This design comes from an exercise in tuning for small area on the open sky130 flow, not from production work.

==> flow/design.v (excerpt) <==
module cordic_pipeline_top(
    input clk,
    input rst_n,
    input en,
    input mode,
    input [15:0] xi,
    input [15:0] yi,
    input [15:0] zi,
    output [15:0] xo,
    output [15:0] yo,
    output [15:0] zo,
    output valid
);
reg [5:0] valid_r;
always @(posedge clk or negedge rst_n)
    if (!rst_n) valid_r <= 6'b0;
    else valid_r <= {valid_r[4:0], en};
assign valid = valid_r[5];
wire d0 = mode ? yi[15] : ~zi[15];
wire [15:0] x1, y1;
add16_sk ux0(.a(xi), .b(yi ^ {16{d0}}), .ci(d0), .s(x1));
add16_sk uy0(.a(yi), .b(xi ^ {16{~d0}}), .ci(~d0), .s(y1));
wire [15:0] z1;
add16_sk uz0(.a(zi), .b(16'h3244 ^ {16{d0}}), .ci(d0), .s(z1));
reg [15:0] xr0, yr0, zr0;
reg mr0;
always @(posedge clk) begin
    xr0 <= x1;
    yr0 <= y1;
    zr0 <= z1;
    mr0 <= mode;
end
wire d1 = mr0 ? yr0[15] : ~zr0[15];
wire [15:0] x2, y2;
add16_sk ux1(.a(xr0), .b({{1{yr0[15]}}, yr0[15:1]} ^ {16{d1}}), .ci(d1), .s(x2));
add16_sk uy1(.a(yr0), .b({{1{xr0[15]}}, xr0[15:1]} ^ {16{~d1}}), .ci(~d1), .s(y2));
wire [15:0] z2;
add16_sk uz1(.a(zr0), .b(16'h1DAC ^ {16{d1}}), .ci(d1), .s(z2));
  ...
For scale: ~4000 cells after synthesis, about 300 flip-flops, roughly 31000 um2 of cells after synthesis.
Settings: LEC_CHECK=0, ABC_AREA=1, CAP_MARGIN=20, CORE_MARGIN=2, CORE_UTILIZATION=40, CTS_BUF_LIST=sky130_fd_sc_hd__clkbuf_8 sky130_fd_sc_hd__clkbuf_16, CTS_CLUSTER_DIAMETER=100, CTS_CLUSTER_SIZE=30, SLEW_MARGIN=20; clock period 8.0 ns.
standard.sh (not shown) runs the stock make flow with config.mk's settings and CLKGATE_MAP_FILE= SYNTH_SCRIPT=/design/flow/synth_recipe.tcl, a recipe that flattens the netlist after the stock synthesis.
==> flow/flow/run.sh <==
#!/bin/bash
# The standard layout, except that the port buffers use the smallest buffer cell.
set -euo pipefail
export BUFFER_PORTS_ARGS="-buffer_cell sky130_fd_sc_hd__buf_1"
bash standard.sh > standard_flow.log 2>&1
The starting point went through all stages and came out clean.
==> next run, changes <==
==> flow/run.sh (new file) <==
#!/bin/bash
# synth_recipe.tcl (not shown) runs the flow's synth.tcl, then flattens the netlist and writes it again
# the make line also repeats each setting of config.mk as NAME=value (left out here)
make -C /OpenROAD-flow-scripts/flow DESIGN_CONFIG=/design/flow/config.mk WORK_HOME=/design/flow/orfs CLKGATE_MAP_FILE= SYNTH_SCRIPT=/design/flow/synth_recipe.tcl finish
Settings changed: CORE_UTILIZATION 40 to 55.
removed: flow/flow/run.sh
removed: flow/standard.sh
Effect: Worst setup slack is better by 0.14 ns. First-iteration DRC count rose by 18%. Utilization increases by 17 points. Wire length came out higher by 2.2%. Final area goes up by 0.63%. Global-route usage grows by 6.7 points. Clock-buffer cell count went up by 2.
No run of this note included a check of the RTL's function; only the layout flow was run.

## run 1
Starting RTL as in the previous note.
clock: 8.0 ns
lec_check: 0
abc_area: 1
cap_margin: 20
core_margin: 2
core_utilization: 40
cts_buf_list: sky130_fd_sc_hd__clkbuf_4 sky130_fd_sc_hd__clkbuf_8
slew_margin: 20
run.sh (not shown) runs the stock make flow with config.mk's settings and CLKGATE_MAP_FILE= SYNTH_SCRIPT=/design/flow/synth_recipe.tcl, a recipe that flattens the netlist after the stock synthesis.
Stock flow here: none of the scripts above is used.
### run 1 -> run 2
Settings: CTS_BUF_LIST removed (was sky130_fd_sc_hd__clkbuf_4 sky130_fd_sc_hd__clkbuf_8).
Findings:
Minimum clock period after layout essentially unchanged between run 1 and run 2.
Run 2 -> run 1: die extent in y delta 0, exact match
Between run 1 and run 2, the difference in proportion of cell area occupied by multi-input gates is negligible.
There was hardly any difference in sequential share of layout area between run 2 and run 1.
For run 3, these inputs were changed with respect to run 2:
Settings: CTS_BUF_LIST: unset -> sky130_fd_sc_hd__clkbuf_8 sky130_fd_sc_hd__clkbuf_16; CTS_CLUSTER_SIZE: unset -> 30; CTS_CLUSTER_DIAMETER: unset -> 100.
## What came out
- Route | run 3 vs run 2 | wire shorter in run 3
- Run 3 vs. run 2: sequential share of layout area moved up; final critical-path share of the clock period barely changed.
- Diff run 3..run 2 | reported max-cap violation count | unchanged
- Overall via count from detail_route: run 3 better than run 2
Inputs modified between run 3 and run 4:
Settings: CTS_BUF_LIST changed from sky130_fd_sc_hd__clkbuf_8 sky130_fd_sc_hd__clkbuf_16 to sky130_fd_sc_hd__clkbuf_2 sky130_fd_sc_hd__clkbuf_4; CTS_CLUSTER_SIZE removed (was 30); CTS_CLUSTER_DIAMETER removed (was 100).
## What came out
Compared with run 3, via count of the first global-routing pass in run 4 increased by a few percent. Run 4 does worse than run 3 on first-iteration DRC count. Between run 3 and run 4, portion of the clock cycle consumed by the worst path in the final layout decreased. Summary — critical path depth, run 4 relative to run 3: higher, by about 2%. Between run 3 and run 4, slew at the pin closest to its max-slew limit is lower for run 4, run 3 comes in above that. Run 4 vs. run 3: clock latency of the later-clocked register in the worst-skew pair went up by 0.29 ns. From run 3 to run 4 the numbers moved as follows: total wire length after detailed routing moved up; setup slack moved up.
Function was not checked in any run of this note: the RTL went through the layout flow alone.

## try-xenon
Another version of the RTL of cordic_pipeline_top (not shown whole).
For scale: roughly 250 flip-flops, about 100 I/O pins, about 29000 µm² of cells after synthesis.
==> flow/config.mk <==
export PLATFORM = sky130hd
export DESIGN_NAME = cordic_pipeline_top
export DESIGN_NICKNAME = cordic_pipeline_top
export VERILOG_FILES = /design/flow/design.v
export SDC_FILE = /design/flow/constraint.sdc
export NUM_CORES = 4
export LEC_CHECK = 0
export ABC_AREA = 1
export CAP_MARGIN = 20
export CORE_MARGIN = 2
export CORE_UTILIZATION = 55
export CTS_BUF_LIST = sky130_fd_sc_hd__clkbuf_8 sky130_fd_sc_hd__clkbuf_16
export CTS_CLUSTER_DIAMETER = 100
export CTS_CLUSTER_SIZE = 30
export SLEW_MARGIN = 20
==> flow/constraint.sdc <==
create_clock -name core_clock -period 8.0 [get_ports {clk}]
set_input_delay 1.6000 -clock core_clock [delete_from_list [all_inputs] [get_ports {clk}]]
set_output_delay 1.6000 -clock core_clock [all_outputs]
set_load 0.01 [all_outputs]
standard.sh (not shown) runs the stock make flow with config.mk's settings and CLKGATE_MAP_FILE= SYNTH_SCRIPT=/design/flow/synth_recipe.tcl, a recipe that flattens the netlist after the stock synthesis.
==> flow/flow/run.sh <==
#!/bin/bash
# The standard layout (standard.sh), with these changes:
#  - synthesis leaves the adders to ABC (no full/half adder cells extracted first) and maps in
#    two passes with delay-targeted area scripts: the logic next to the ports with
#    flow/abc_area_io.script, the rest with flow/abc_area_d.script (flow/synth.tcl is
#    synth_recipe.tcl plus that one change);
#  - the port buffers use the smallest buffer cell.
set -euo pipefail
W=$PWD
export ADDER_MAP_FILE=
export BUFFER_PORTS_ARGS="-buffer_cell sky130_fd_sc_hd__buf_1"
export MY_ABC_SCRIPT="$W/flow/abc_area_d.script"
export MY_ABC_SCRIPT_IO="$W/flow/abc_area_io.script"
sed "s|SYNTH_SCRIPT=[^ ]*|SYNTH_SCRIPT=$W/flow/synth.tcl|" standard.sh > my_standard.sh
grep -q "SYNTH_SCRIPT=$W/flow/synth.tcl" my_standard.sh
bash my_standard.sh > standard_flow.log 2>&1
==> flow/flow/abc_area_d.script <==
strash
dc2
dch -f
map -B 0.9
topo
stime -c
buffer -c
upsize -c
dnsize -c
==> flow/flow/abc_area_io.script <==
strash
dch
map -B 0.9 -D 6000
topo
stime -c
buffer -c
upsize -c -D 6000
dnsize -c -D 6000
==> flow/flow/synth.tcl <==
proc synth {args} { yosys synth -nofsm -noshare {*}$args }
# ABC maps in two passes with delay-targeted area scripts: first the logic between the ports
# and the registers (whose paths also carry the input and output delays) with
# MY_ABC_SCRIPT_IO, then everything else with MY_ABC_SCRIPT.
proc abc {args} {
  set i [lsearch -exact $args -script]
  if { $i >= 0 && [info exists ::env(MY_ABC_SCRIPT)] } {
    set a_in [lreplace $args [expr {$i + 1}] [expr {$i + 1}] $::env(MY_ABC_SCRIPT_IO)]
    set a_rest [lreplace $args [expr {$i + 1}] [expr {$i + 1}] $::env(MY_ABC_SCRIPT)]
    set ff {sky130_fd_sc_hd__dfxtp_1 sky130_fd_sc_hd__dfrtp_1}
    yosys select -set ffs {*}[lmap c $ff {string cat t:$c}]
    yosys select -set iocone o:* %ci*:-sky130_fd_sc_hd__dfxtp_1\[Q\]:-sky130_fd_sc_hd__dfrtp_1\[Q\] i:* %co*:-sky130_fd_sc_hd__dfxtp_1\[D,CLK\]:-sky130_fd_sc_hd__dfrtp_1\[D,CLK,RESET_B\] %u @ffs %d
    yosys abc {*}$a_in @iocone
    yosys abc {*}$a_rest
  } else {
    yosys abc {*}$args
  }
}
source $::env(SCRIPTS_DIR)/synth.tcl
# left out here: clear keep_hierarchy, flatten, clean up, hide names made inside functions, write 1_2_yosys.v
Changes in try-willow relative to try-xenon:
==> flow/flow/abc_area_d.script <==
strash
dch
map -B 0.9 -D 7000
topo
stime -c
buffer -c
upsize -c -D 7000
dnsize -c -D 7000
- In the metrics for try-xenon and try-willow, the one carrying the higher number of instances in the synthesized netlist is try-xenon.
- Tightest hold margin in try-willow is 0.018 ns above try-xenon.
- Fmax across try-xenon and try-willow: no real change.
The inputs of try-indigo differ from those of try-willow as listed below.
==> flow/flow/run.sh <==
#!/bin/bash
# The standard layout (standard.sh) with two changes:
#  - synthesis leaves the adders to ABC (no full/half adder cells extracted first);
#  - the port buffers use the smallest buffer cell.
set -euo pipefail
export ADDER_MAP_FILE=
export BUFFER_PORTS_ARGS="-buffer_cell sky130_fd_sc_hd__buf_1"
bash standard.sh > standard_flow.log 2>&1
removed: flow/flow/abc_area_d.script
removed: flow/flow/abc_area_io.script
removed: flow/flow/synth.tcl
==> summary.txt <==
- register to register as the critical path start-end classification was reported by try-willow, and register to output port by try-indigo.
- In the flow results for try-willow and try-indigo, the worst slew margin relative to its limit is larger on try-indigo.
- try-indigo — synthesized-area fraction occupied by xor and xnor cells 0.67 points lower, try-willow as reference
- From try-willow to try-indigo the numbers moved as follows: met1 demand-to-capacity share in global routing now sits lower; row count picked up an extra 2.5%; effective utilization at floorplan roughly the same.
- Compared with try-willow, in try-indigo number of global-route vias before repair grew by 94; worst setup slack shrank by 0.41 ns.
### try-indigo -> try-juniper
==> flow/flow/run.sh <==
#!/bin/bash
# The standard layout (standard.sh), with these changes:
#  - synthesis leaves the adders to ABC (no full/half adder cells extracted first) and maps in
#    two passes with delay-targeted area scripts: the logic next to the ports with
#    flow/abc_area_io.script, the rest with flow/abc_area_d.script (flow/synth.tcl is
#    synth_recipe.tcl plus that one change);
#  - the port buffers use the smallest buffer cell.
set -euo pipefail
W=$PWD
export ADDER_MAP_FILE=
export BUFFER_PORTS_ARGS="-buffer_cell sky130_fd_sc_hd__buf_1"
export MY_ABC_SCRIPT="$W/flow/abc_area_d.script"
export MY_ABC_SCRIPT_IO="$W/flow/abc_area_io.script"
sed "s|SYNTH_SCRIPT=[^ ]*|SYNTH_SCRIPT=$W/flow/synth.tcl|" standard.sh > my_standard.sh
grep -q "SYNTH_SCRIPT=$W/flow/synth.tcl" my_standard.sh
bash my_standard.sh > standard_flow.log 2>&1
==> flow/flow/abc_area_d.script (new file) <==
strash
dch
map -B 0.9
topo
stime -c
buffer -c
upsize -c
dnsize -c
==> flow/flow/abc_area_io.script (new file) <==
strash
dch
map -B 0.9 -D 6000
topo
stime -c
buffer -c
upsize -c -D 6000
dnsize -c -D 6000
==> flow/flow/synth.tcl (new file) <==
proc synth {args} { yosys synth -nofsm -noshare {*}$args }
# ABC maps in two passes with delay-targeted area scripts: first the logic between the ports
# and the registers (whose paths also carry the input and output delays) with
# MY_ABC_SCRIPT_IO, then everything else with MY_ABC_SCRIPT.
proc abc {args} {
  set i [lsearch -exact $args -script]
  if { $i >= 0 && [info exists ::env(MY_ABC_SCRIPT)] } {
    set a_in [lreplace $args [expr {$i + 1}] [expr {$i + 1}] $::env(MY_ABC_SCRIPT_IO)]
    set a_rest [lreplace $args [expr {$i + 1}] [expr {$i + 1}] $::env(MY_ABC_SCRIPT)]
    set ff {sky130_fd_sc_hd__dfxtp_1 sky130_fd_sc_hd__dfrtp_1}
    yosys select -set ffs {*}[lmap c $ff {string cat t:$c}]
    yosys select -set iocone o:* %ci*:-sky130_fd_sc_hd__dfxtp_1\[Q\]:-sky130_fd_sc_hd__dfrtp_1\[Q\] i:* %co*:-sky130_fd_sc_hd__dfxtp_1\[D,CLK\]:-sky130_fd_sc_hd__dfrtp_1\[D,CLK,RESET_B\] %u @ffs %d
    yosys abc {*}$a_in @iocone
    yosys abc {*}$a_rest
  } else {
    yosys abc {*}$args
  }
}
source $::env(SCRIPTS_DIR)/synth.tcl
# left out here: clear keep_hierarchy, flatten, clean up, hide names made inside functions, write 1_2_yosys.v
--- outcome ---
Sequential share of layout area, try-indigo and try-juniper: higher on try-juniper. Lower wire length among try-indigo and try-juniper: try-indigo. Looking at basic-gate share of the synthesized area counting and, or, nand and nor cells, try-juniper sits 0.86 points higher than try-indigo does. Diff try-indigo -> try-juniper: final critical delay including setup and external delays decreased by 0.39 ns relative to the old numbers, synthesized cell count increased by 67 relative to the old numbers, met2 wire length increased by 2.3% relative to the old numbers, number of cells on the worst reg-to-reg path increased by 6 relative to the old numbers. Looking only at instance area after placement, and setting everything else aside, the lower value of try-indigo and try-juniper goes to try-juniper. try-juniper has fraction of area in non-clock buffers below what try-indigo had.
Changes in try-pepper relative to try-juniper:
# try-juniper
export LEC_CHECK = 0
export ABC_AREA = 1
export CAP_MARGIN = 20
export CORE_MARGIN = 2
export CORE_UTILIZATION = 55
export CTS_BUF_LIST = sky130_fd_sc_hd__clkbuf_8 sky130_fd_sc_hd__clkbuf_16
export CTS_CLUSTER_DIAMETER = 100
export CTS_CLUSTER_SIZE = 30
export SLEW_MARGIN = 20
create_clock -name core_clock -period 8.0 [get_ports {clk}]
# try-pepper
export LEC_CHECK = 0
export ABC_AREA = 1
export CAP_MARGIN = 20
export CORE_MARGIN = 2
export CORE_UTILIZATION = 55
export CTS_BUF_LIST = sky130_fd_sc_hd__clkbuf_8 sky130_fd_sc_hd__clkbuf_16
export CTS_CLUSTER_DIAMETER = 100
export CTS_CLUSTER_SIZE = 30
export GPL_TIMING_DRIVEN = 0
export SLEW_MARGIN = 20
create_clock -name core_clock -period 8.0 [get_ports {clk}]
==> flow/flow/run.sh <==
#!/bin/bash
# The standard layout (standard.sh) with two changes:
#  - synthesis leaves the adders to ABC (no full/half adder cells extracted first);
#  - the port buffers use the smallest buffer cell.
set -euo pipefail
export ADDER_MAP_FILE=
export BUFFER_PORTS_ARGS="-buffer_cell sky130_fd_sc_hd__buf_1"
bash standard.sh > standard_flow.log 2>&1
removed: flow/flow/abc_area_d.script
removed: flow/flow/abc_area_io.script
removed: flow/flow/synth.tcl
Results
Number of unique standard cell types used by synthesis (try-pepper over try-juniper): increase, 1
Synthesized cell area: higher on try-pepper
Compared with try-juniper, try-pepper shows a lower routed wire length.
As far as core utilization is concerned, try-pepper and try-juniper perform about the same.
On share of the cycle needed by the critical path after routing, the lower figure sits with try-juniper, not try-pepper.
From try-juniper to try-pepper the numbers moved as follows: clock skew shrank by 0.0063 ns; synthesized cell count dropped 67.
Function was not checked in any run of this note: the RTL went through the layout flow alone.

[static timing again, ports no longer ideal]
No port has a modelled driver above. Below, the same layouts with a new extraction and two added sets of constraints. Step 1 sets driving cells, clkbuf_16 on the clock port and buf_2 on the other inputs (assumed; they add their load-dependent delay and slew). Step 2 also shifts input and output timing later by t, the mid clock arrival at the registers, as if the neighbouring blocks saw the same clock. a / b / c = ideal / step 1 / step 2; a / b = the first two.
| run | t (ns) | setup slack, ns | worst setup path after step 2 | worst register clock-pin slew, ns | cell pins on the clock port's net |
|---|---|---|---|---|---|
| the first run of note 1 | 0.593 | 0.583 / 0.583 / 0.583 | register to register | 0.11 / 0.11 | 1 |
| the second run of note 1 | 0.601 | 0.719 / 0.719 / 0.719 | register to register | 0.11 / 0.11 | 1 |
| run 1 | 0.704 | 0.792 / 0.792 / 0.792 | register to register | 0.07 / 0.07 | 1 |
| run 2 | 0.615 | 0.794 / 0.794 / 0.794 | register to register | 0.06 / 0.06 | 1 |
| run 3 | 0.600 | 0.783 / 0.783 / 0.783 | register to register | 0.11 / 0.11 | 1 |
| run 4 | 0.863 | 0.804 / 0.804 / 0.804 | register to register | 0.08 / 0.08 | 1 |
| try-xenon | 0.579 | 0.544 / 0.487 / 0.700 | register to register | 0.11 / 0.11 | 1 |
| try-willow | 0.581 | 0.539 / 0.539 / 0.539 | register to register | 0.11 / 0.11 | 1 |
| try-indigo | 0.601 | 0.129 / 0.070 / 0.670 | register to output | 0.11 / 0.11 | 1 |
| try-juniper | 0.588 | 0.523 / 0.460 / 0.684 | register to register | 0.11 / 0.11 | 1 |
| try-pepper | 0.583 | 0.144 / 0.088 / 0.501 | register to register | 0.11 / 0.11 | 1 |
After both steps every run listed still meets setup and hold.
